What follows belongs to an exercise in optimizing a design on an open flow for small area, a short achievable clock period and few clock cycles per item; a production flow would make more cautious choices. At most, simulation tests tie the RTL to the original design; equivalence was not proved. Function not checked in runs 2 to 4: the RTL went through the layout flow alone. Power figures rest on the tool's default switching activity, not on a simulated workload.

## design/flow/run.sh

```bash
#!/bin/bash
# synth_recipe.tcl (not shown) runs the flow's synth.tcl, then flattens the netlist and writes it again
# the make line also repeats each setting of config.mk as NAME=value (left out here)
make -C /OpenROAD-flow-scripts/flow DESIGN_CONFIG=/design/flow/config.mk WORK_HOME=/design/flow/orfs CLKGATE_MAP_FILE= SYNTH_SCRIPT=/design/flow/synth_recipe.tcl finish
```

## design/flow/constraint.sdc

```tcl
create_clock -name core_clock -period 5.0 [get_ports {CLK}]
set_input_delay 1.0000 -clock core_clock [delete_from_list [all_inputs] [get_ports {CLK}]]
set_output_delay 1.0000 -clock core_clock [all_outputs]
set_load 0.01 [all_outputs]
```

## design/flow/design.v

```verilog
module half_adder
  (
   input  A,
   input  B,
   output S,
   output CO
   );
   assign S  = (A^B);
   assign CO = (A&B);
endmodule
module full_adder
  (
   input  A,
   input  B,
   input  CI,
   output S,
   output CO
   );
   assign S  = (A^B) ^ CI;
   assign CO = ((A^B)&CI) | (A&B);
endmodule
`timescale 1ns / 1ps
module mult(
    input [7:0] a,
    input [7:0] b,
    output [15:0] x
    );
    wire S11, S12, S13, S14, S15, S16, S17, S18, S19, S1A, S1B, S1C, S1D;
    wire C11, C12, C13, C14, C15, C16, C17, C18, C19, C1A, C1B, C1C, C1D;
    wire S24, S25, S26, S27, S28, S29, S2A;
    wire C24, C25, C26, C27, C28, C29, C2A;
    wire S37;
    wire C37;
    wire S42, S43, S44, S45, S46, S47, S48, S49, S4A, S4B;
    wire C42, C43, C44, C45, C46, C47, C48, C49, C4A, C4B;
    wire S56, S57, S58;
    wire C56, C57, C58;
    wire S63, S64, S65, S66, S67, S68, S69, S6A, S6B, S6C;
    wire C63, C64, C65, C66, C67, C68, C69, C6A, C6B, C6C;
    wire S74, S75, S76, S77, S78, S79, S7A, S7B, S7C, S7D, S7E;
    wire C74, C75, C76, C77, C78, C79, C7A, C7B, C7C, C7D, C7E;
    half_adder ha11(a[1] & b[0], a[0] & b[1],              S11, C11);
    full_adder fa11(a[2] & b[0], a[1] & b[1], a[0] & b[2], S12, C12);
    full_adder fa12(a[3] & b[0], a[2] & b[1], a[1] & b[2], S13, C13);
    full_adder fa13(a[4] & b[0], a[3] & b[1], a[2] & b[2], S14, C14);
    full_adder fa14(a[5] & b[0], a[4] & b[1], a[3] & b[2], S15, C15);
    full_adder fa15(a[6] & b[0], a[5] & b[1], a[4] & b[2], S16, C16);
    full_adder fa16(a[7] & b[0], a[6] & b[1], a[5] & b[2], S17, C17);
    full_adder fa17(a[7] & b[1], a[6] & b[2], a[5] & b[3], S18, C18);
    full_adder fa18(a[7] & b[2], a[6] & b[3], a[5] & b[4], S19, C19);
    full_adder fa19(a[7] & b[3], a[6] & b[4], a[5] & b[5], S1A, C1A);
    full_adder fa1A(a[7] & b[4], a[6] & b[5], a[5] & b[6], S1B, C1B);
    full_adder fa1B(a[7] & b[5], a[6] & b[6], a[5] & b[7], S1C, C1C);
    half_adder ha12(a[7] & b[6], a[6] & b[7],              S1D, C1D);
    half_adder ha13(a[1] & b[3], a[0] & b[4],              S24, C24);
    full_adder fa1C(a[2] & b[3], a[1] & b[4], a[0] & b[5], S25, C25);
    full_adder fa1D(a[3] & b[3], a[2] & b[4], a[1] & b[5], S26, C26);
    full_adder fa1E(a[4] & b[3], a[3] & b[4], a[2] & b[5], S27, C27);
    full_adder fa1F(a[4] & b[4], a[3] & b[5], a[2] & b[6], S28, C28);
    full_adder fa1G(a[4] & b[5], a[3] & b[6], a[2] & b[7], S29, C29);
    half_adder ha14(a[4] & b[6], a[3] & b[7],              S2A, C2A);
    half_adder ha15(a[1] & b[6], a[0] & b[7],              S37, C37);
    half_adder ha21(S12, C11,              S42, C42);
    full_adder fa21(S13, C12, a[0] & b[3], S43, C43);
    full_adder fa22(S14, C13, S24,         S44, C44);
    full_adder fa23(S15, C14, S25,         S45, C45);
    full_adder fa24(S16, C15, S26,         S46, C46);
    full_adder fa25(S17, C16, S27,         S47, C47);
    full_adder fa26(S18, C17, S28,         S48, C48);
    full_adder fa27(S19, C18, S29,         S49, C49);
    full_adder fa28(S1A, C19, S2A,         S4A, C4A);
    full_adder fa29(S1B, C1A, a[4] & b[7], S4B, C4B);
    half_adder ha22(C25, a[0] & b[6],      S56, C56);
    half_adder ha23(C26, S37,              S57, C57);
    full_adder fa2A(C27, a[1] & b[7], C37, S58, C58);
    half_adder ha31(S43, C42,      S63, C63);
    half_adder ha32(S44, C43,      S64, C64);
    full_adder fa31(S45, C44, C24, S65, C65);
    full_adder fa32(S46, C45, S56, S66, C66);
    full_adder fa33(S47, C46, S57, S67, C67);       
    full_adder fa34(S48, C47, S58, S68, C68);
    full_adder fa35(S49, C48, C28, S69, C69);
    full_adder fa36(S4A, C49, C29, S6A, C6A);
    full_adder fa37(S4B, C4A, C2A, S6B, C6B);
    full_adder fa38(S1C, C1B, C4B, S6C, C6C);
    half_adder ha41(S64,         C63,      S74, C74);
    half_adder ha42(S65,         C64,      S75, C75);
    half_adder ha43(S66,         C65,      S76, C76);
    full_adder fa41(S67,         C66, C56, S77, C77);
    full_adder fa42(S68,         C67, C57, S78, C78);
    full_adder fa43(S69,         C68, C58, S79, C79);
    half_adder ha44(S6A,         C69,      S7A, C7A);
    half_adder ha45(S6B,         C6A,      S7B, C7B);
    half_adder ha46(S6C,         C6B,      S7C, C7C);
    full_adder fa44(S1D,         C1C, C6C, S7D, C7D);
    half_adder ha47(a[7] & b[7], C1D,      S7E, C7E);
    assign x = {1'b0, S7E, S7D, S7C, S7B, S7A, S79, S78, S77, S76, S75,  S74,  S63,  S42,  S11, a[0] & b[0]}
             + {C7E,  C7D, C7C, C7B, C7A, C79, C78, C77, C76, C75, C74, 1'b0, 1'b0, 1'b0, 1'b0, 1'b0};
endmodule
`timescale 1ns / 1ps
module fifo
(
    input CLK,
    input RST,
    input WR,
    input RD,
    input [15:0] DIN,
    output reg [15:0] DOUT,
    output reg almostFULL,
    output reg FULL,
    output reg OVER,
    output reg EMPTY,
    output reg UNDER,
    output reg VALID
);
reg [2:0] WPTR;          
reg [2:0] RPTR;          
reg [15:0] MEM [0:7];    
always @(posedge CLK) begin
    if (WR == 1'b1 && FULL != 1'b1) begin
        MEM[WPTR] <= DIN;
    end
end
always @(posedge CLK) begin
    if (RST == 1'b1) begin
        WPTR <= 3'b000;
    end else if (WR == 1'b1 && FULL != 1'b1) begin
        WPTR <= WPTR + 3'b001;
    end
end
always @(posedge CLK) begin
    if (RST == 1'b1) begin
        RPTR <= 3'b000;
    end else if (RD == 1'b1 && EMPTY != 1'b1) begin
        RPTR <= RPTR + 3'b001;
    end
end
always @(posedge CLK) begin
    if (RST == 1'b1) begin
        almostFULL <= 1'b0;
    end else if (WPTR + 3'b010 == RPTR && WR == 1'b1 && RD == 1'b0) begin
        almostFULL <= 1'b1;
    end else if (WPTR + 3'b001 == RPTR && WR == 1'b0 && RD == 1'b1) begin
        almostFULL <= 1'b0;
    end
end
always @(posedge CLK) begin
    if (RST == 1'b1) begin
        FULL <= 1'b0;
    end else if (WPTR + 3'b001 == RPTR && WR == 1'b1 && RD == 1'b0) begin
        FULL <= 1'b1;
    end else if (RPTR == WPTR && RD == 1'b1) begin
        FULL <= 1'b0;
    end
end
always @(posedge CLK) begin
    if (RST == 1'b1) begin
        OVER <= 1'b0;
    end else if (FULL == 1'b1 && WR == 1'b1) begin
        OVER <= 1'b1;
    end else begin
        OVER <= 1'b0;
    end
end
always @(posedge CLK) begin
    if (RST == 1'b1) begin
        EMPTY <= 1'b1;
    end else if (RPTR + 3'b001 == WPTR && RD == 1'b1 && WR == 1'b0) begin
        EMPTY <= 1'b1;
    end else if (EMPTY == 1'b1 && WR == 1'b1) begin
        EMPTY <= 1'b0;
    end
end
always @(posedge CLK) begin
    if (RST == 1'b1) begin
        UNDER <= 1'b0;
    end else if (EMPTY == 1'b1 && RD == 1'b1) begin
        UNDER <= 1'b1;
    end else begin
        UNDER <= 1'b0;
    end
end
always @(posedge CLK) begin
    if (RST == 1'b1) begin
        DOUT <= 16'd0;
    end else if (RD == 1'b1 && EMPTY == 1'b0) begin
        DOUT <= MEM[RPTR];
    end
end
always @(posedge CLK) begin
    if (RST == 1'b1) begin
        VALID <= 1'b0;
    end else if (RD == 1'b1 && EMPTY == 1'b0) begin
        VALID <= 1'b1;
    end else begin
        VALID <= 1'b0;
    end
end
endmodule    
`timescale 1ns / 1ps
module kadai4 (
    input CLK,
    input RST,
    input [7:0] A,
    input [7:0] B,
    input ACK,
    input START,
    input HALT,
    output [15:0] X,
    output X_VALID,
    output REQ_AB
);
reg [1:0] CUR;
reg [1:0] NXT;
wire UNI_RST;
wire WR_0, WR_1;
wire RD_0, RD_1;
wire FULL_0, FULL_1;
wire EMPTY_0, EMPTY_1;
wire [15:0] DOUT_0;
wire [15:0] DIN_1;
wire VALID_0;
fifo u_fifo0 (
    .CLK(CLK),
    .RST(UNI_RST),
    .WR(WR_0),
    .RD(RD_0),
    .DIN({A, B}),
    .DOUT(DOUT_0),
    .FULL(FULL_0),
    .EMPTY(EMPTY_0),
    .VALID(VALID_0)
);
mult ml (
    .a(DOUT_0[15:8]),
    .b(DOUT_0[7:0]),
    .x(DIN_1)
);
fifo u_fifo1 (
    .CLK(CLK),
    .RST(UNI_RST),
    .WR(WR_1),
    .RD(RD_1),
    .DIN(DIN_1),
    .DOUT(X),
    .FULL(FULL_1),
    .EMPTY(EMPTY_1),
    .VALID(X_VALID)
);
localparam  S_IDLE = 2'b00,
            S_INPUT = 2'b01,
            S_EXEC = 2'b10,
            S_OUTPUT = 2'b11;
assign UNI_RST = RST || HALT;
always @(posedge CLK) begin
    if (RST == 1'b1) begin
        CUR <= S_IDLE;
    end else begin
        CUR <= NXT;
    end
end
always @* begin
    case (CUR)
        S_IDLE:     
            if (START == 1'b1) begin
                NXT <= S_INPUT;
            end else begin
                NXT <= S_IDLE;
            end
        S_INPUT:
            if (HALT == 1'b1) begin
                NXT <= S_IDLE;
            end else if (FULL_0 == 1'b1) begin
                NXT <= S_EXEC;
            end else begin
                NXT <= S_INPUT;
            end
        S_EXEC:
            if (HALT == 1'b1) begin
                NXT <= S_IDLE;
            end else if (FULL_1 == 1'b1) begin
                NXT <= S_OUTPUT;
            end else begin
                NXT <= S_EXEC;
            end
        S_OUTPUT:
            if (HALT == 1'b1) begin
                NXT <= S_IDLE;
            end else if (EMPTY_1 == 1'b1) begin
                NXT <= S_IDLE;
            end else begin
                NXT <= S_OUTPUT;
            end
        default:
            NXT <= S_IDLE;
    endcase
end
assign REQ_AB = (CUR == S_INPUT) && !FULL_0;
assign WR_0 = (CUR == S_INPUT) && REQ_AB && ACK;
assign RD_0 = (CUR == S_EXEC) && !EMPTY_0 && !FULL_1;
assign WR_1 = (CUR == S_EXEC) && VALID_0;
assign RD_1 = (CUR == S_OUTPUT) && !EMPTY_1;
endmodule    
```

## design/flow/config.mk

```make
export PLATFORM = sky130hd
export DESIGN_NAME = kadai4
export DESIGN_NICKNAME = kadai4
export VERILOG_FILES = /design/flow/design.v
export SDC_FILE = /design/flow/constraint.sdc
export NUM_CORES = 4
export LEC_CHECK = 0
export CAP_MARGIN = 20
export CORE_MARGIN = 2
export CORE_UTILIZATION = 40
export SLEW_MARGIN = 20
```

==> insert_results.sql, run 1 <==
INSERT INTO impl_metrics (metric_group, metric, value, unit) VALUES
('routing', 'antenna_left', '0', ''),
('routing', 'met3WireLength', '773', 'um'),
('placement', 'gpl.final_weighted_congestion', '0.7774', ''),
('run_status', 'status', 'complete, no violations', ''),
('clock_tree', 'clock-sinks', '308', ''),
('routing', 'drt-initial-drc-count', '316', ''),
('routing', 'drt_pre_antenna_iters', '5', ''),
('power_and_ir_drop', 'switching_share', '19.10', '%'),
('routing', 'wl_per_cell', '18.56', 'um'),
('clock_tree', 'ctsHoldBuffers', '0', ''),
('clock_tree', 'clk_latency', '0.55', 'ns'),
('finish', 'stdcell_count', '1363', ''),
('floorplan', 'chipWidth', '189.0', 'um'),
('critical_path', 'worstPathArrival', '4.95', 'ns'),
('floorplan', 'core_area', '33620', 'sq um'),
('power_and_ir_drop', 'vdd_drop_max', '0.0002791', 'V'),
('floorplan', 'die_area', '35710', 'sq um'),
('clock_tree', 'tritoncts.num_buffers', '31', ''),
('synthesis', 'async_reset_ff_share', '0', '%'),
('hold_path', 'hold_depth', '2', ''),
('synthesis', 'syn-instance-count', '831', ''),
('synthesis', 'synthDistinctLibCells', '52', ''),
('power_and_ir_drop', 'powerDensity', '318.7', 'nW/um^2'),
('power_and_ir_drop', 'leakage', '5.283', 'nW'),
('hold_path', 'hold_path.class', 'reg -> reg', ''),
('critical_path', 'depth_of_the_most_critical_reg_to_reg_path', '13', ''),
('clock_tree', 'root_buffer', 'sky130_fd_sc_hd__clkbuf_16', ''),
('synthesis', 'synth_enable_flop_cells', '256', ''),
('global_routing', 'grt_antenna_before_repair', '0', ''),
('critical_path', 'timing.critical_path.from_type', 'flop', ''),
('timing', 'tightestPinTransition', '0.9278', 'ns'),
('timing', 'finalCritPeriodShare', '93.68', '%'),
('power_and_ir_drop', 'cellInternalPower', '4.007', 'mW'),
('synthesis', 'ys_seq_elements', '308', ''),
('timing', 'report.final.slew_viol_count', '0', ''),
('timing', 'setup_viol', '0', ''),
('routing', 'met2RoutedLength', '12.36', 'mm'),
('clock_tree', 'clock_transition_at_the_registers_of_the_reported_paths', '0.06', 'ns'),
('global_routing', 'wire_length_of_the_first_global_routing_pass', '40.47', 'mm'),
('placement', 'placedCellCount', '1305', ''),
('global_routing', 'number_of_global_route_vias_before_repair', '7117', ''),
('synthesis', 'sequential_element_share_of_the_synthesized_area', '63.78', '%'),
('floorplan', 'chipHeight', '189.0', 'um'),
('timing', 'setup_repair_after_global_routing_missed_its_margin', 'false', ''),
('routing', 'vias', '6923', ''),
('critical_path', 'criticalPathCategory', 'reg -> reg', ''),
('power_and_ir_drop', 'overall_power', '4.952', 'mW'),
('floorplan', 'starting_density_of_the_core', '40.71', '%'),
('placement', 'numPortBuffers', '38', ''),
('critical_path', 'worstReg2RegStart', 'u_fifo0.DOUT[3]', ''),
('power_and_ir_drop', 'combinationalPowerShare', '1.2', '%'),
('clock_tree', 'clk_path_buf_depth', '3', ''),
('clock_tree', 'tritoncts_clock_tree', 'built', ''),
('clock_tree', 'cts_htree_levels', '1', ''),
('synthesis', 'synth.avg_cell_area', '16.47', 'sq um'),
('timing', 'final.min_clock_period', '4.684', 'ns'),
('routing', 'viasPerCell', '5.079', ''),
('placement', 'detailedPlacementHpwl', '15.84', 'mm'),
('routing', 'route.detailed.drc', '0', ''),
('power_and_ir_drop', 'p_seq_share', '55.9', '%'),
('critical_path', 'cp.required', '5.27', 'ns'),
('critical_path', 'endpoint_kind', 'flop', ''),
('power_and_ir_drop', 'switching_power', '0.9458', 'mW'),
('finish', 'finish.net_count', '981', ''),
('timing', 'timing.slew.headroom', '38.15', '%'),
('critical_path', 'cp-startpoint', 'u_fifo0.DOUT[3]', ''),
('run', 'max-cap-violations', '0', ''),
('floorplan', 'fp-row-count', '67', ''),
('timing', 'fin_setup_tns', '0', 'ns'),
('global_routing', 'global_route.usage.total', '14.41', '%'),
('timing', 'fmax', '213.5', 'MHz');
power groups by stage:
stage               Clock (mW)  Combinational (mW)  Sequential (mW)
floorplan                    0              0.0238             2.82
global placement             0              0.0583             2.82
detailed placement           0              0.0594             2.82
CTS                       2.18              0.0597             2.77
global route              2.29              0.0643             2.77
finish                    2.13              0.0588             2.77
layout make-up:
type	instances	area (sq um)
tap	448	560.5
inverter	40	150.1
multi-input combinational	440	4549
sequential	308	8731
fill	2909	18070
clock inverter	10	46.29
clock buffer	48	890.9
timing repair buffer	69	613.1
sequential cells by signal, summed over array words and instances, names as in the netlist, 2 cells and up:
name and count:
CUR 2, u_fifo1.MEM 128, u_fifo1.WPTR 3, u_fifo0.MEM 128, u_fifo1.RPTR 3, u_fifo0.RPTR 3
u_fifo0.DOUT 16, u_fifo0.WPTR 3, u_fifo1.DOUT 16
cells in the mapped netlist, drive strengths merged (2+ instances only):
| master | n | area, sq um |
|---|---|---|
| or2 | 2 | 12.51 |
| mux2i | 35 | 350.3 |
| a21oi | 43 | 215.2 |
| a21o | 2 | 15.01 |
| o21ai | 34 | 170.2 |
| xor2 | 14 | 122.6 |
| nand3 | 2 | 10.01 |
| and3 | 4 | 25.02 |
| edfxtp | 256 | 7687 |
| fa | 39 | 780.8 |
| xnor2 | 16 | 140.1 |
| nor2 | 34 | 127.6 |
| and2 | 37 | 231.5 |
| nor3 | 6 | 35.03 |
| dfxtp | 52 | 1041 |
| mux4 | 64 | 1453 |
| o2111ai | 2 | 17.52 |
| nand2b | 7 | 43.79 |
| nand2 | 44 | 165.2 |
| and3b | 2 | 17.52 |
| clkbuf | 12 | 45.04 |
| inv | 40 | 150.1 |
| ha | 31 | 387.9 |
| buf | 31 | 234.0 |
layer usage:
metal / GRT usage, % / vias to the layer above
met5: 0 / -
met4: 3.245 / 0
met3: 1.983 / 39
met2: 24.44 / 105
met1: 19.84 / 3532
li1: - / 3247
cell usage in the layout (no fill, tap or decap), drive strengths merged, types with 2 or more instances in the layout:
| cell | n |
|---|---|
| nand3 | 2 |
| and3b | 2 |
| a21o | 2 |
| xnor2 | 16 |
| and3 | 4 |
| a21oi | 43 |
| fa | 39 |
| mux4 | 64 |
| ha | 31 |
| edfxtp | 256 |
| nand2b | 7 |
| o21ai | 34 |
| and2 | 37 |
| xor2 | 14 |
| clkdlybuf4s50 | 38 |
| clkbuf | 48 |
| nand2 | 44 |
| o2111ai | 2 |
| mux2i | 35 |
| clkinv | 9 |
| buf | 31 |
| dfxtp | 52 |
| nor3 | 6 |
| inv | 41 |
| or2 | 2 |
| nor2 | 34 |
path summary, 6_finish.rpt:
path,end,slack [ns]
worst min-delay path,u_fifo1.DOUT[3],0.52
worst max register to register,u_fifo1.MEM[7][13],0.32
worst min register to register,u_fifo1.DOUT[3],0.52
worst max-delay path,u_fifo1.MEM[7][13],0.32
worst max-delay path: stages, from the launching register on:
cell and delay (ns):
sky130_fd_sc_hd__dfxtp_1 0.39, sky130_fd_sc_hd__and2_1 0.20, sky130_fd_sc_hd__fa_1 0.55, sky130_fd_sc_hd__inv_1 0.06, sky130_fd_sc_hd__fa_1 0.46, sky130_fd_sc_hd__fa_1 0.55, sky130_fd_sc_hd__inv_1 0.04, sky130_fd_sc_hd__ha_1 0.28
sky130_fd_sc_hd__ha_1 0.23, sky130_fd_sc_hd__fa_1 0.40, sky130_fd_sc_hd__a21o_1 0.24, sky130_fd_sc_hd__a2111oi_2 0.38, sky130_fd_sc_hd__a21oi_1 0.15, sky130_fd_sc_hd__xor2_1 0.48
metrics by stage:
| stage | util [%] | setup WS (ns) | hold WS (ns) | area (sq um) |
|---|---|---|---|---|
| 2_1_floorplan | - | 0.6760 | 0.4974 | 13680 |
| 3_3_place_gp | 43.44 | 0.4620 | 0.5058 | 14600 |
| 3_5_place_dp | 43.44 | 0.3050 | 0.5097 | 14600 |
| 4_1_cts | 46.23 | 0.2773 | 0.5248 | 15540 |
| 5_1_grt | 46.23 | 0.02896 | 0.5345 | 15540 |
| 6_report | 46.23 | 0.3161 | 0.5204 | 15540 |
cell families (layout without fill, tap and decap cells):
| logic type | count (synthesis) | after routing | synth area share, % |
|---|---|---|---|
| flops | 308 | 308 | 63.78 |
| simple gates | 149 | 149 | 5.687 |
| mux | 99 | 99 | 13.18 |
| compound gates | 92 | 92 | 3.758 |
| buf+inv | 83 | 167 | 3.136 |
| fa+ha+maj | 70 | 70 | 8.540 |
| xor+xnor | 30 | 30 | 1.920 |
Testbench counts, summed over its fixed seeds: cycles 5,568, items 1,536.
==> run 2, diff against run 1 <==
==> design/flow/design.v (replaced) <==
module mult(
    input [7:0] a,
    input [7:0] b,
    output [15:0] x
    );
    assign x = a * b;
endmodule
`timescale 1ns / 1ps
module kadai4 (
    input CLK,
    input RST,
    input [7:0] A,
    input [7:0] B,
    input ACK,
    input START,
    input HALT,
    output [15:0] X,
    output X_VALID,
    output REQ_AB
);
localparam  S_IDLE = 2'd0,
            S_INPUT = 2'd1,
            S_OUTPUT = 2'd2;
reg [15:0] r0, r1, r2, r3, r4, r5, r6, r7;
reg [1:0] st;
reg [2:0] cnt;       
reg [2:0] w;         
reg req;
reg vld;
wire abort = RST | HALT;
wire acc = req & ACK;
wire [15:0] prod;
mult ml (
    .a(r6[15:8]),
    .b(r6[7:0]),
    .x(prod)
);
always @(posedge CLK) begin
    r0 <= acc ? {A, B} : r6;
    r1 <= r0;
    r2 <= r1;
    r3 <= r2;
    r4 <= r3;
    r5 <= r4;
    r6 <= r5;
    r7 <= prod;
end
always @(posedge CLK) begin
    if (abort) begin
        st <= S_IDLE;
        req <= 1'b0;
        vld <= 1'b0;
    end else begin
        case (st)
            S_IDLE:
                if (START) begin
                    st <= S_INPUT;
                    req <= 1'b1;
                    cnt <= 3'd0;
                end
            S_INPUT:
                if (acc) begin
                    cnt <= cnt + 3'd1;
                    if (cnt == 3'd7) begin
                        st <= S_OUTPUT;
                        req <= 1'b0;
                        vld <= 1'b1;
                    end
                end else if (req) begin
                    req <= 1'b0;
                    w <= 3'd6;
                end else begin
                    w <= w - 3'd1;
                    if (w == 3'd1) req <= 1'b1;
                end
            default: begin
                cnt <= cnt + 3'd1;
                if (cnt == 3'd7) begin
                    st <= S_IDLE;
                    vld <= 1'b0;
                end
            end
        endcase
    end
end
assign X = r7;
assign X_VALID = vld;
assign REQ_AB = req;
endmodule    
--- a/design/flow/config.mk
+++ b/design/flow/config.mk
@@ -6,6 +6,8 @@
 export NUM_CORES = 4
 export LEC_CHECK = 0
+export ABC_CLOCK_PERIOD_IN_PS = 2500
 export CAP_MARGIN = 20
 export CORE_MARGIN = 2
 export CORE_UTILIZATION = 40
+export SETUP_SLACK_MARGIN = 2.5
 export SLEW_MARGIN = 20
==> insert_results.sql, run 2 <==
INSERT INTO impl_metrics (metric_group, metric, value, unit) VALUES
('run_status', 'status', 'complete, no violations', ''),
('clock_tree', 'clock_transition_at_the_registers_of_the_reported_paths', '0.06', 'ns'),
('floorplan', 'starting_density_of_the_core', '40.81', '%'),
('synthesis', 'ys_seq_elements', '138', ''),
('routing', 'drt_pre_antenna_iters', '4', ''),
('finish', 'finish.utilization', '52.81', '%'),
('synthesis', 'ys.flop_type', 'sky130_fd_sc_hd__dfxtp_1', ''),
('synthesis', 'netlist_top_cells_area', 'sky130_fd_sc_hd__dfxtp_1 (49%), sky130_fd_sc_hd__fa_1 (13%), sky130_fd_sc_hd__ha_1 (9.3%)', ''),
('placement', 'gpl.final_weighted_congestion', '0.8273', ''),
('hold_path', 'hold_path.class', 'reg -> reg', ''),
('hold_path', 'hold_depth', '0', ''),
('routing', 'drt-initial-drc-count', '99', ''),
('placement', 'detailedPlace.worstSlack', '1.143', 'ns'),
('critical_path', 'worst_path_max_delay_cell', 'sky130_fd_sc_hd__fa_1', ''),
('timing', 'final.min_clock_period', '3.702', 'ns'),
('clock_tree', 'cts_htree_levels', '4', ''),
('placement', 'detailedPlacementHpwl', '6.336', 'mm'),
('timing', 'fmax', '270.1', 'MHz'),
('routing', 'wirelength', '9.060', 'mm'),
('critical_path', 'timing.critical_path.from_type', 'flop', ''),
('placement', 'placedCellCount', '653', ''),
('power_and_ir_drop', 'powerDensity', '400.0', 'nW/um^2'),
('routing', 'route.detailed.drc', '0', ''),
('hold_path', 'holdCritStartpoint', 'r2[8]', ''),
('critical_path', 'crit_path_cells', 'nand2_2 -> fa_1 -> fa_1 -> inv_1 -> fa_1 -> inv_1 -> fa_1 -> inv_2 -> ha_4 -> a21oi_4 -> nor2_2 -> a211oi_4 -> o2111a_1 -> a211oi_2', ''),
('synthesis', 'ys.warnings.count', '1', ''),
('critical_path', 'depth_of_the_most_critical_reg_to_reg_path', '14', ''),
('clock_tree', 'clk_latency', '0.41', 'ns'),
('synthesis', 'post_syn_nets', '540', ''),
('finish', 'drive_gt1_share', '24.52', '%'),
('critical_path', 'reg2reg_slack', '1.30', 'ns'),
('finish', 'postLayoutCellArea', '6965', 'sq um'),
('finish', 'layout-area-overhead-vs-synth', '29.40', '%'),
('critical_path', 'cp_common_cell', 'sky130_fd_sc_hd__fa_1', ''),
('clock_tree', 'root_buffer', 'sky130_fd_sc_hd__clkbuf_16', ''),
('floorplan', 'die_area', '14400', 'sq um'),
('finish', 'antenna_cells_inserted', '0', ''),
('global_routing', 'global_route.usage.total', '14.01', '%'),
('routing', 'vias', '3116', ''),
('synthesis', 'async_reset_ff_share', '0', '%'),
('clock_tree', 'tritoncts.num_buffers', '17', ''),
('global_routing', 'number_of_global_route_vias_before_repair', '3319', ''),
('global_routing', 'grt_use_met3', '4.895', '%'),
('timing', 'finalCritPeriodShare', '74.05', '%'),
('global_routing', 'wire_length_of_the_first_global_routing_pass', '15.42', 'mm'),
('synthesis', 'synth_enable_flop_cells', '6', ''),
('critical_path', 'rr_endpoint', 'r7[15]', ''),
('global_routing', 'grt_most_used_layer', 'met2', ''),
('routing', 'viasPerCell', '4.439', ''),
('clock_tree', 'ctsHoldBuffers', '0', ''),
('timing', 'report.final.slew_viol_count', '0', ''),
('clock_tree', 'tritoncts_clock_tree', 'built', ''),
('critical_path', 'critical_path_buf_inv_count', '3', ''),
('finish', 'mostFrequentLayoutCell', 'sky130_fd_sc_hd__dfxtp_1', ''),
('synthesis', 'synth.cells.most_frequent', 'sky130_fd_sc_hd__dfxtp_1 (132), sky130_fd_sc_hd__inv_1 (59), sky130_fd_sc_hd__and2_1 (54)', ''),
('global_routing', 'maximum_number_of_pins_on_one_net_before_global_route_repair', '22', ''),
('finish', 'finish.net_count', '610', ''),
('critical_path', 'worstReg2RegStart', 'r6[5]', ''),
('global_routing', 'globalRouteOverflowTotal', '0', ''),
('power_and_ir_drop', 'leakage', '3.027', 'nW'),
('floorplan', 'core_area', '13190', 'sq um'),
('critical_path', 'crit_path_max_incr_delay', '0.52', 'ns'),
('synthesis', 'synthDistinctLibCells', '41', ''),
('critical_path', 'endpoint_kind', 'flop', ''),
('synthesis', 'synth_top_area_share', '49.09', '%'),
('placement', 'numPortBuffers', '38', ''),
('synthesis', 'yosys.area.top_type', 'sky130_fd_sc_hd__dfxtp_1', ''),
('power_and_ir_drop', 'vdd_drop_max', '0.0002181', 'V'),
('synthesis', 'post_synth_instance_area', '5383', 'sq um'),
('finish', 'stdcell_count', '702', ''),
('critical_path', 'cp.depth', '14', ''),
('global_routing', 'grt_antenna_before_repair', '0', ''),
('synthesis', 'post-synth-top-count-cell', 'sky130_fd_sc_hd__dfxtp_1', ''),
('critical_path', 'cp.required', '5.29', 'ns'),
('timing', 'timing.slew.headroom', '68.55', '%'),
('finish', 'num-fill-cells', '1133', ''),
('timing', 'finalHoldViolations', '0', ''),
('timing', 'fin_setup_tns', '0', 'ns'),
('timing', 'setup_repair_after_global_routing_missed_its_margin', 'true', ''),
('synthesis', 'sequential_element_share_of_the_synthesized_area', '52.44', '%'),
('synthesis', 'synth.avg_cell_area', '12.15', 'sq um'),
('critical_path', 'critical_path_s_top_delay_family', 'adder cells', ''),
('timing', 'worst_clock_skew', '0.007467', 'ns'),
('timing', 'hold-worst-slack', '0.3161', 'ns'),
('placement', 'placedInstanceArea', '6130', 'sq um'),
('hold_path', 'whs_endpoint', 'r3[8]', ''),
('routing', 'wl_per_cell', '12.91', 'um'),
('routing', 'antenna_left', '0', ''),
('run', 'max-cap-violations', '0', ''),
('floorplan', 'chipWidth', '120', 'um'),
('clock_tree', 'clock-sinks', '138', ''),
('global_routing', 'groute.layer.met2.usage', '22.73', '%'),
('clock_tree', 'clk_path_buf_depth', '2', ''),
('critical_path', 'worstPathArrival', '3.99', 'ns'),
('floorplan', 'fp-row-count', '42', ''),
('floorplan', 'chipHeight', '120', 'um'),
('critical_path', 'crit_path_max_fo', '7', ''),
('floorplan', 'pin_count', '39', ''),
('timing', 'setup_viol', '0', ''),
('timing', 'postLayoutSetupSlackWorst', '1.298', 'ns'),
('power_and_ir_drop', 'overall_power', '2.786', 'mW'),
('synthesis', 'syn-instance-count', '443', ''),
('global_routing', 'groute.layer.met1.usage', '16.74', '%'),
('timing', 'tightestPinTransition', '0.4678', 'ns'),
('critical_path', 'criticalPathCategory', 'reg -> reg', ''),
('finish', 'final_cell_mix', 'sky130_fd_sc_hd__dfxtp_1 (116), sky130_fd_sc_hd__inv_1 (51), sky130_fd_sc_hd__and2_1 (45)', '');
[run 2: cell count changes in the layout (fill, tap and decap cells not counted), moves of 16 or more]
cell	before	now
sky130_fd_sc_hd__a21oi_1	43	6
sky130_fd_sc_hd__o21ai_1	28	1
sky130_fd_sc_hd__edfxtp_1	256	6
sky130_fd_sc_hd__mux2i_1	35	0
sky130_fd_sc_hd__mux2_2	0	16
sky130_fd_sc_hd__nand2_1	44	15
sky130_fd_sc_hd__dfxtp_1	50	116
sky130_fd_sc_hd__mux4_2	61	0
sky130_fd_sc_hd__buf_4	31	12
sky130_fd_sc_hd__nor2_1	33	11
[run 2: cell families after synthesis]
group / after synthesis / synth area share (%)
compound gates: 33 / 4.487
xor+xnor: 11 / 1.790
simple gates: 106 / 10.76
mux: 16 / 3.347
buf+inv: 63 / 4.486
flops: 138 / 52.44
fa+ha+maj: 76 / 22.69
[run 2: how the worst max path moves through the flow]
stage | from | end | slack [ns]
after detailed placement | r6[13] | r7[15] | 1.14
after global placement | r6[13] | r7[10] | 1.21
after global routing | r6[13] | r7[15] | 1.12
final | r6[5] | r7[15] | 1.30
after CTS | r6[12] | r7[15] | 1.28
after floorplan | r6[10] | r7[15] | 1.43
[run 2: cell type report]
cell class / count / area [sq um] / share of cell area, %
Sequential cell: 138 / 2873 / 41.24
Multi-Input combinational cell: 242 / 2564 / 36.81
Timing Repair Buffer: 55 / 526.8 / 7.562
Clock buffer: 25 / 495.5 / 7.113
Inverter: 59 / 221.5 / 3.179
Tap cell: 176 / 220.2 / 3.161
Clock inverter: 7 / 65.06 / 0.9341
[run 2: worst register-to-register path: cells and delay by family, from the launching register on]
kind,cells,cell delay [ns]
AND/OR/NAND/NOR,2,0.15
buffers and inverters,3,0.15
flip-flops,1,0.38
AO/OA/AOI/OAI,4,0.69
adder cells (fa/ha/maj),5,2.23
[run 2: repair_timing]
action,4_1_cts,5_1_grt
endpoints found under the setup margin,18,19
pin swaps,15,14
resized for setup,22,22
setup buffers,11,6
[run 2: report_power, final]
group	switching, mW	internal (mW)	leakage, nW
clock network	0.423	0.733	0.273
logic	0.153	0.176	1.60
registers	0.0564	1.25	1.16
[run 2: routing by layer]
| metal | vias to the layer above | routed length [um] |
|---|---|---|
| met5 | - | 0 |
| met4 | 0 | 179 |
| met3 | 17 | 305 |
| met2 | 56 | 4214 |
| met1 | 1486 | 4360 |
| li1 | 1557 | - |
==> run 3, diff against run 2 <==
--- a/design/flow/config.mk
+++ b/design/flow/config.mk
@@ -6,8 +6,8 @@
 export NUM_CORES = 4
 export LEC_CHECK = 0
-export ABC_CLOCK_PERIOD_IN_PS = 2500
+export ABC_CLOCK_PERIOD_IN_PS = 2000
 export CAP_MARGIN = 20
 export CORE_MARGIN = 2
 export CORE_UTILIZATION = 40
-export SETUP_SLACK_MARGIN = 2.5
+export SETUP_SLACK_MARGIN = 2.0
 export SLEW_MARGIN = 20
==> insert_results.sql, run 3 <==
INSERT INTO impl_metrics (metric_group, metric, value, unit) VALUES
('run_status', 'status', 'complete, no violations', ''),
('synthesis', 'ys.flop_type', 'sky130_fd_sc_hd__dfxtp_1', ''),
('timing', 'hold-worst-slack', '0.3194', 'ns'),
('floorplan', 'fp-row-count', '42', ''),
('floorplan', 'chipHeight', '120', 'um'),
('finish', 'postLayoutCellArea', '6972', 'sq um'),
('global_routing', 'grt_most_used_layer', 'met2', ''),
('synthesis', 'netlist_top_cells_area', 'sky130_fd_sc_hd__dfxtp_1 (49%), sky130_fd_sc_hd__fa_1 (13%), sky130_fd_sc_hd__ha_1 (9.3%)', ''),
('routing', 'drt-initial-drc-count', '87', ''),
('synthesis', 'synth.avg_cell_area', '12.15', 'sq um'),
('placement', 'detailedPlacementHpwl', '6.157', 'mm'),
('synthesis', 'post_syn_nets', '540', ''),
('critical_path', 'worstPathArrival', '4.04', 'ns'),
('clock_tree', 'clock_transition_at_the_registers_of_the_reported_paths', '0.06', 'ns'),
('floorplan', 'pin_count', '39', ''),
('clock_tree', 'root_buffer', 'sky130_fd_sc_hd__clkbuf_16', ''),
('timing', 'setup_repair_after_global_routing_missed_its_margin', 'true', ''),
('power_and_ir_drop', 'vdd_drop_max', '0.0003102', 'V'),
('global_routing', 'globalRouteOverflowTotal', '0', ''),
('critical_path', 'crit_path_max_fo', '6', ''),
('global_routing', 'wire_length_of_the_first_global_routing_pass', '15.11', 'mm'),
('timing', 'setup_viol', '0', ''),
('routing', 'vias', '3111', ''),
('critical_path', 'cp_common_cell', 'sky130_fd_sc_hd__fa_1', ''),
('synthesis', 'syn-instance-count', '443', ''),
('finish', 'finish.net_count', '614', ''),
('routing', 'drt_pre_antenna_iters', '4', ''),
('power_and_ir_drop', 'leakage', '3.031', 'nW'),
('placement', 'gpl.final_weighted_congestion', '0.8174', ''),
('clock_tree', 'clk_path_buf_depth', '2', ''),
('synthesis', 'yosys.area.top_type', 'sky130_fd_sc_hd__dfxtp_1', ''),
('critical_path', 'depth_of_the_most_critical_reg_to_reg_path', '13', ''),
('floorplan', 'core_area', '13190', 'sq um'),
('run', 'max-cap-violations', '0', ''),
('synthesis', 'async_reset_ff_share', '0', '%'),
('timing', 'report.final.slew_viol_count', '0', ''),
('routing', 'wirelength', '8.942', 'mm'),
('placement', 'detailedPlace.worstSlack', '1.176', 'ns'),
('power_and_ir_drop', 'powerDensity', '405.3', 'nW/um^2'),
('timing', 'timing.slew.headroom', '33.72', '%'),
('synthesis', 'synth_enable_flop_cells', '6', ''),
('routing', 'wl_per_cell', '12.70', 'um'),
('synthesis', 'synthDistinctLibCells', '41', ''),
('critical_path', 'cp.required', '5.33', 'ns'),
('clock_tree', 'cts_htree_levels', '4', ''),
('timing', 'worst_clock_skew', '0.003871', 'ns'),
('placement', 'placedInstanceArea', '6097', 'sq um'),
('timing', 'postLayoutSetupSlackWorst', '1.288', 'ns'),
('clock_tree', 'ctsHoldBuffers', '0', ''),
('clock_tree', 'clock-sinks', '138', ''),
('global_routing', 'global_route.usage.total', '13.76', '%'),
('placement', 'numPortBuffers', '38', ''),
('finish', 'final_cell_mix', 'sky130_fd_sc_hd__dfxtp_1 (118), sky130_fd_sc_hd__and2_1 (50), sky130_fd_sc_hd__inv_1 (49)', ''),
('critical_path', 'crit_path_max_incr_delay', '0.53', 'ns'),
('hold_path', 'hold_depth', '0', ''),
('routing', 'route.detailed.drc', '0', ''),
('routing', 'antenna_left', '0', ''),
('timing', 'fmax', '269.4', 'MHz'),
('synthesis', 'post-synth-top-count-cell', 'sky130_fd_sc_hd__dfxtp_1', ''),
('synthesis', 'sequential_element_share_of_the_synthesized_area', '52.44', '%'),
('hold_path', 'hold_path.class', 'reg -> reg', ''),
('critical_path', 'criticalPathCategory', 'reg -> reg', ''),
('critical_path', 'endpoint_kind', 'flop', ''),
('synthesis', 'synth_top_area_share', '49.09', '%'),
('global_routing', 'maximum_number_of_pins_on_one_net_before_global_route_repair', '22', ''),
('finish', 'num-fill-cells', '1125', ''),
('critical_path', 'timing.critical_path.from_type', 'flop', ''),
('synthesis', 'post_synth_instance_area', '5383', 'sq um'),
('floorplan', 'die_area', '14400', 'sq um'),
('critical_path', 'crit_path_cells', 'buf_6 -> and2_4 -> fa_2 -> fa_1 -> inv_2 -> fa_1 -> fa_1 -> inv_2 -> ha_4 -> and3_4 -> a211oi_4 -> o21ai_2 -> a211oi_2', ''),
('timing', 'tightestPinTransition', '0.9941', 'ns'),
('timing', 'fin_setup_tns', '0', 'ns'),
('clock_tree', 'tritoncts.num_buffers', '17', ''),
('synthesis', 'synth.cells.most_frequent', 'sky130_fd_sc_hd__dfxtp_1 (132), sky130_fd_sc_hd__inv_1 (59), sky130_fd_sc_hd__and2_1 (54)', ''),
('timing', 'finalHoldViolations', '0', ''),
('floorplan', 'chipWidth', '120', 'um'),
('global_routing', 'grt_use_met3', '4.563', '%'),
('routing', 'viasPerCell', '4.419', ''),
('finish', 'layout-area-overhead-vs-synth', '29.52', '%'),
('global_routing', 'grt_antenna_before_repair', '0', ''),
('finish', 'finish.utilization', '52.86', '%'),
('timing', 'finalCritPeriodShare', '74.23', '%'),
('timing', 'final.min_clock_period', '3.712', 'ns'),
('finish', 'drive_gt1_share', '23.11', '%'),
('synthesis', 'ys_seq_elements', '138', ''),
('global_routing', 'groute.layer.met2.usage', '21.59', '%'),
('clock_tree', 'tritoncts_clock_tree', 'built', ''),
('finish', 'mostFrequentLayoutCell', 'sky130_fd_sc_hd__dfxtp_1', ''),
('finish', 'antenna_cells_inserted', '0', ''),
('floorplan', 'starting_density_of_the_core', '40.81', '%'),
('critical_path', 'worst_path_max_delay_cell', 'sky130_fd_sc_hd__fa_1', ''),
('global_routing', 'number_of_global_route_vias_before_repair', '3224', ''),
('synthesis', 'ys.warnings.count', '1', ''),
('global_routing', 'groute.layer.met1.usage', '17.07', '%'),
('clock_tree', 'clk_latency', '0.41', 'ns');
[run 3: cell counts after synthesis]
No cell type changed its count.
[run 3: critical path, delay by kind of cell (launching register included)]
family / cells / cell delay, ns
and+or+nand+nor: 2 / 0.32
AOI/OAI and AO/OA: 3 / 0.61
DFF: 1 / 0.36
adders and majority gates: 5 / 2.14
buffers and inverters: 3 / 0.21
[run 3: final cells by class]
type	count	area, sq um	share of cell area (%)
Multi-Input combinational cell	242	2539	36.41
Tap cell	176	220.2	3.159
Sequential cell	138	2870	41.17
Inverter	59	221.5	3.177
Clock buffer	23	467.9	6.712
Clock inverter	7	92.59	1.328
Timing Repair Buffer	59	560.5	8.040
[run 3: where the power goes]
part	internal (mW)	switching, mW	total (mW)
logic	0.191	0.157	0.348
clock network	0.753	0.422	1.17
registers	1.25	0.0574	1.30
total	2.19	0.636	2.83
[run 3: kinds of logic (layout without fill, tap and decap cells)]
family	count (synthesis)	count (layout)	share of synthesized area, %
compound gates	33	33	4.487
xor+xnor	11	11	1.790
fa+ha+maj	76	76	22.69
buf+inv	63	148	4.486
flops	138	138	52.44
mux	16	16	3.347
simple gates	106	106	10.76
[run 3: per-layer routing]
| layer | share of wire [%] | routed length (um) |
|---|---|---|
| met4 | 2.1 | 187 |
| met5 | 0 | 0 |
| met1 | 47 | 4243 |
| met2 | 47 | 4211 |
| met3 | 3.4 | 300 |
[run 3: timing repair]
item / 4_1_cts / 5_1_grt
resized for setup: 22 / 26
buffers inserted: 10 / 11
endpoints found under the hold margin: 0 / 0
endpoints found under the setup margin: 10 / 11
pin swaps: 20 / 14
[run 3: worst paths after layout]
check	from	end	slack, ns
max	r6[11]	r7[15]	1.29
min	r5[9]	r6[9]	0.32
max reg2reg	r6[11]	r7[15]	1.29
min reg2reg	r5[9]	r6[9]	0.32
[run 3: per-stage QoR]
stage	std cells	total power, mW
4_1_cts	693	2.829
3_3_place_gp	653	1.610
5_1_grt	704	2.961
2_1_floorplan	443	1.496
3_5_place_dp	653	1.616
6_report	704	2.826
==> run 4, diff against run 3 <==
--- a/design/flow/design.v
+++ b/design/flow/design.v
@@ -1,8 +1,20 @@
-module mult(
+module mult_part1(
     input [7:0] a,
     input [7:0] b,
+    output [10:0] p0,
+    output [10:0] p1,
+    output [9:0] p2
+    );
+    assign p0 = a * b[2:0];
+    assign p1 = a * b[5:3];
+    assign p2 = a * b[7:6];
+endmodule
+module mult_part2(
+    input [10:0] p0,
+    input [10:0] p1,
+    input [9:0] p2,
     output [15:0] x
     );
-    assign x = a * b;
+    assign x = p0 + {p1, 3'b000} + {p2, 6'b000000};
 endmodule
 `timescale 1ns / 1ps
@@ -30,8 +42,20 @@
 wire abort = RST | HALT;
 wire acc = req & ACK;
+wire [10:0] pp0, pp1;
+wire [9:0] pp2;
+reg [10:0] e0, e1;
+reg [9:0] e2;
 wire [15:0] prod;
-mult ml (
-    .a(r6[15:8]),
-    .b(r6[7:0]),
+mult_part1 ml1 (
+    .a(r5[15:8]),
+    .b(r5[7:0]),
+    .p0(pp0),
+    .p1(pp1),
+    .p2(pp2)
+);
+mult_part2 ml2 (
+    .p0(e0),
+    .p1(e1),
+    .p2(e2),
     .x(prod)
 );
@@ -44,4 +68,7 @@
     r5 <= r4;
     r6 <= r5;
+    e0 <= pp0;
+    e1 <= pp1;
+    e2 <= pp2;
     r7 <= prod;
 end
--- a/design/flow/config.mk
+++ b/design/flow/config.mk
@@ -10,4 +10,4 @@
 export CORE_MARGIN = 2
 export CORE_UTILIZATION = 40
-export SETUP_SLACK_MARGIN = 2.0
+export SETUP_SLACK_MARGIN = 3.0
 export SLEW_MARGIN = 20
==> insert_results.sql, run 4 <==
INSERT INTO impl_metrics (metric_group, metric, value, unit) VALUES
('synthesis', 'adder_and_majority_gate_portion_of_the_synthesized_area', '15.00', '%'),
('finish', 'drive_gt1_share', '33.94', '%'),
('power_and_ir_drop', 'leakage', '3.622', 'nW'),
('floorplan', 'pin_count', '39', ''),
('global_routing', 'number_of_global_route_vias_before_repair', '4129', ''),
('timing', 'finalCritPeriodShare', '54.34', '%'),
('floorplan', 'die_area', '16700', 'sq um'),
('run_status', 'status', 'complete, no violations', ''),
('global_routing', 'grt_antenna_before_repair', '0', ''),
('finish', 'final_cell_mix', 'sky130_fd_sc_hd__dfxtp_1 (143), sky130_fd_sc_hd__nand2_1 (44), sky130_fd_sc_hd__inv_1 (36)', ''),
('synthesis', 'synth_compound_area_share', '7.362', '%'),
('floorplan', 'core_area', '15260', 'sq um'),
('synthesis', 'syn-instance-count', '552', ''),
('synthesis', 'netlist_top_cells_area', 'sky130_fd_sc_hd__dfxtp_1 (52%), sky130_fd_sc_hd__ha_1 (9.6%), sky130_fd_sc_hd__fa_1 (5.4%)', ''),
('finish', 'antenna_cells_inserted', '0', ''),
('synthesis', 'post_syn_nets', '638', ''),
('routing', 'route.top_layer_used', 'met4', ''),
('critical_path', 'crit_path_max_incr_delay', '0.33', 'ns'),
('placement', 'numPortBuffers', '38', ''),
('global_routing', 'globalRouteOverflowTotal', '0', ''),
('floorplan', 'chipHeight', '129.2', 'um'),
('finish', 'finish.net_count', '736', ''),
('hold_path', 'hold_path.class', 'reg -> reg', '');
-- run 4: layout make-up --
cell class / count / area [sq um] / area share [%]
Sequential cell: 170 / 3522 / 42.13
Timing Repair Buffer: 82 / 696.9 / 8.337
Tap cell: 211 / 264.0 / 3.158
Multi-Input combinational cell: 332 / 3137 / 37.52
Inverter: 47 / 176.4 / 2.110
Clock inverter: 13 / 130.1 / 1.557
Clock buffer: 19 / 432.9 / 5.179
-- run 4: per-stage QoR --
step / worst slack, ns / hold slack, ns / utilization [%] / cells
5_1_grt: 2.139 / 0.3308 / 54.78 / 874
3_5_place_dp: 1.828 / 0.3120 / 46.00 / 797
3_3_place_gp: 1.902 / 0.3100 / 46.00 / 797
4_1_cts: 2.280 / 0.3224 / 53.95 / 868
6_report: 2.283 / 0.3242 / 54.78 / 874
2_1_floorplan: 2.453 / 0.3095 / - / 552
-- run 4: critical path, delay by kind of cell (launching register included) --
kind            cells  cell delay, ns
simple gates        1            0.15
compound gates      7            1.36
fa+ha+maj           2            0.43
buf+inv             1            0.14
flops               1            0.33
xor+xnor            2            0.24
-- run 4: power breakdown --
part	internal, mW	switching (mW)
clock network	0.696	0.548
logic	0.192	0.175
registers	1.52	0.0752
-- run 4: path summary, 6_finish.rpt --
check / cells past startpoint / startpoint / slack (ns) / end
min reg2reg: 0 / r0[13] / 0.32 / r1[13]
max reg2reg: 13 / e1[0] / 2.28 / r7[15]
max: 13 / e1[0] / 2.28 / r7[15]
min: 0 / r0[13] / 0.32 / r1[13]
-- run 4: layer usage --
layer	global-route usage, %	vias up
met5	0	-
met4	7.161	0
met2	25.48	70
met3	5.037	21
met1	18.33	1908
li1	-	2030
-- run 4: cells by family after synthesis --
| kind of cell | Yosys count |
|---|---|
| AOI/OAI and AO/OA | 64 |
| DFF | 170 |
| xor gates and xnor gates | 33 |
| and+or+nand+nor | 153 |
| muxes | 16 |
| adders and majority gates | 65 |
| buffers and inverters | 51 |
-- run 4: repair_timing --
action / 4_1_cts / 5_1_grt
gates resized for setup: 123 / 41
endpoints found under the hold margin: 0 / 0
hold buffers: 0 / 0
cloned: 1 / 0
buffers inserted: 38 / 6
pin swaps: 71 / 43
setup endpoints to repair: 68 / 40

==> static timing again, ports no longer ideal <==
Ports are ideal in the flow. The routed layouts listed here were re-timed in OpenROAD. Step 1: set_driving_cell puts a clkbuf_16 on CLK and a buf_2 on each other input, an assumption about the parent block. Step 2 times the ports against the registers' clock, not the clock port: input delays grow and output delays shrink by t, the midpoint of the rising clock arrivals with the driver on. Three values: no drivers, after step 1, after step 2; two values: the first two.
run | t (ns) | setup slack, ns | hold WS [ns]
run 1 | 0.597 | 0.316 / 0.316 / 0.316 | 0.520 / 0.520 / 0.520
run 2 | 0.447 | 1.298 / 1.298 / 1.298 | 0.316 / 0.316 / 0.316
run 3 | 0.449 | 1.288 / 1.288 / 1.288 | 0.319 / 0.319 / 0.319
run 4 | 0.459 | 2.283 / 2.283 / 2.283 | 0.324 / 0.324 / 0.324
After both steps every run listed still meets setup and hold.
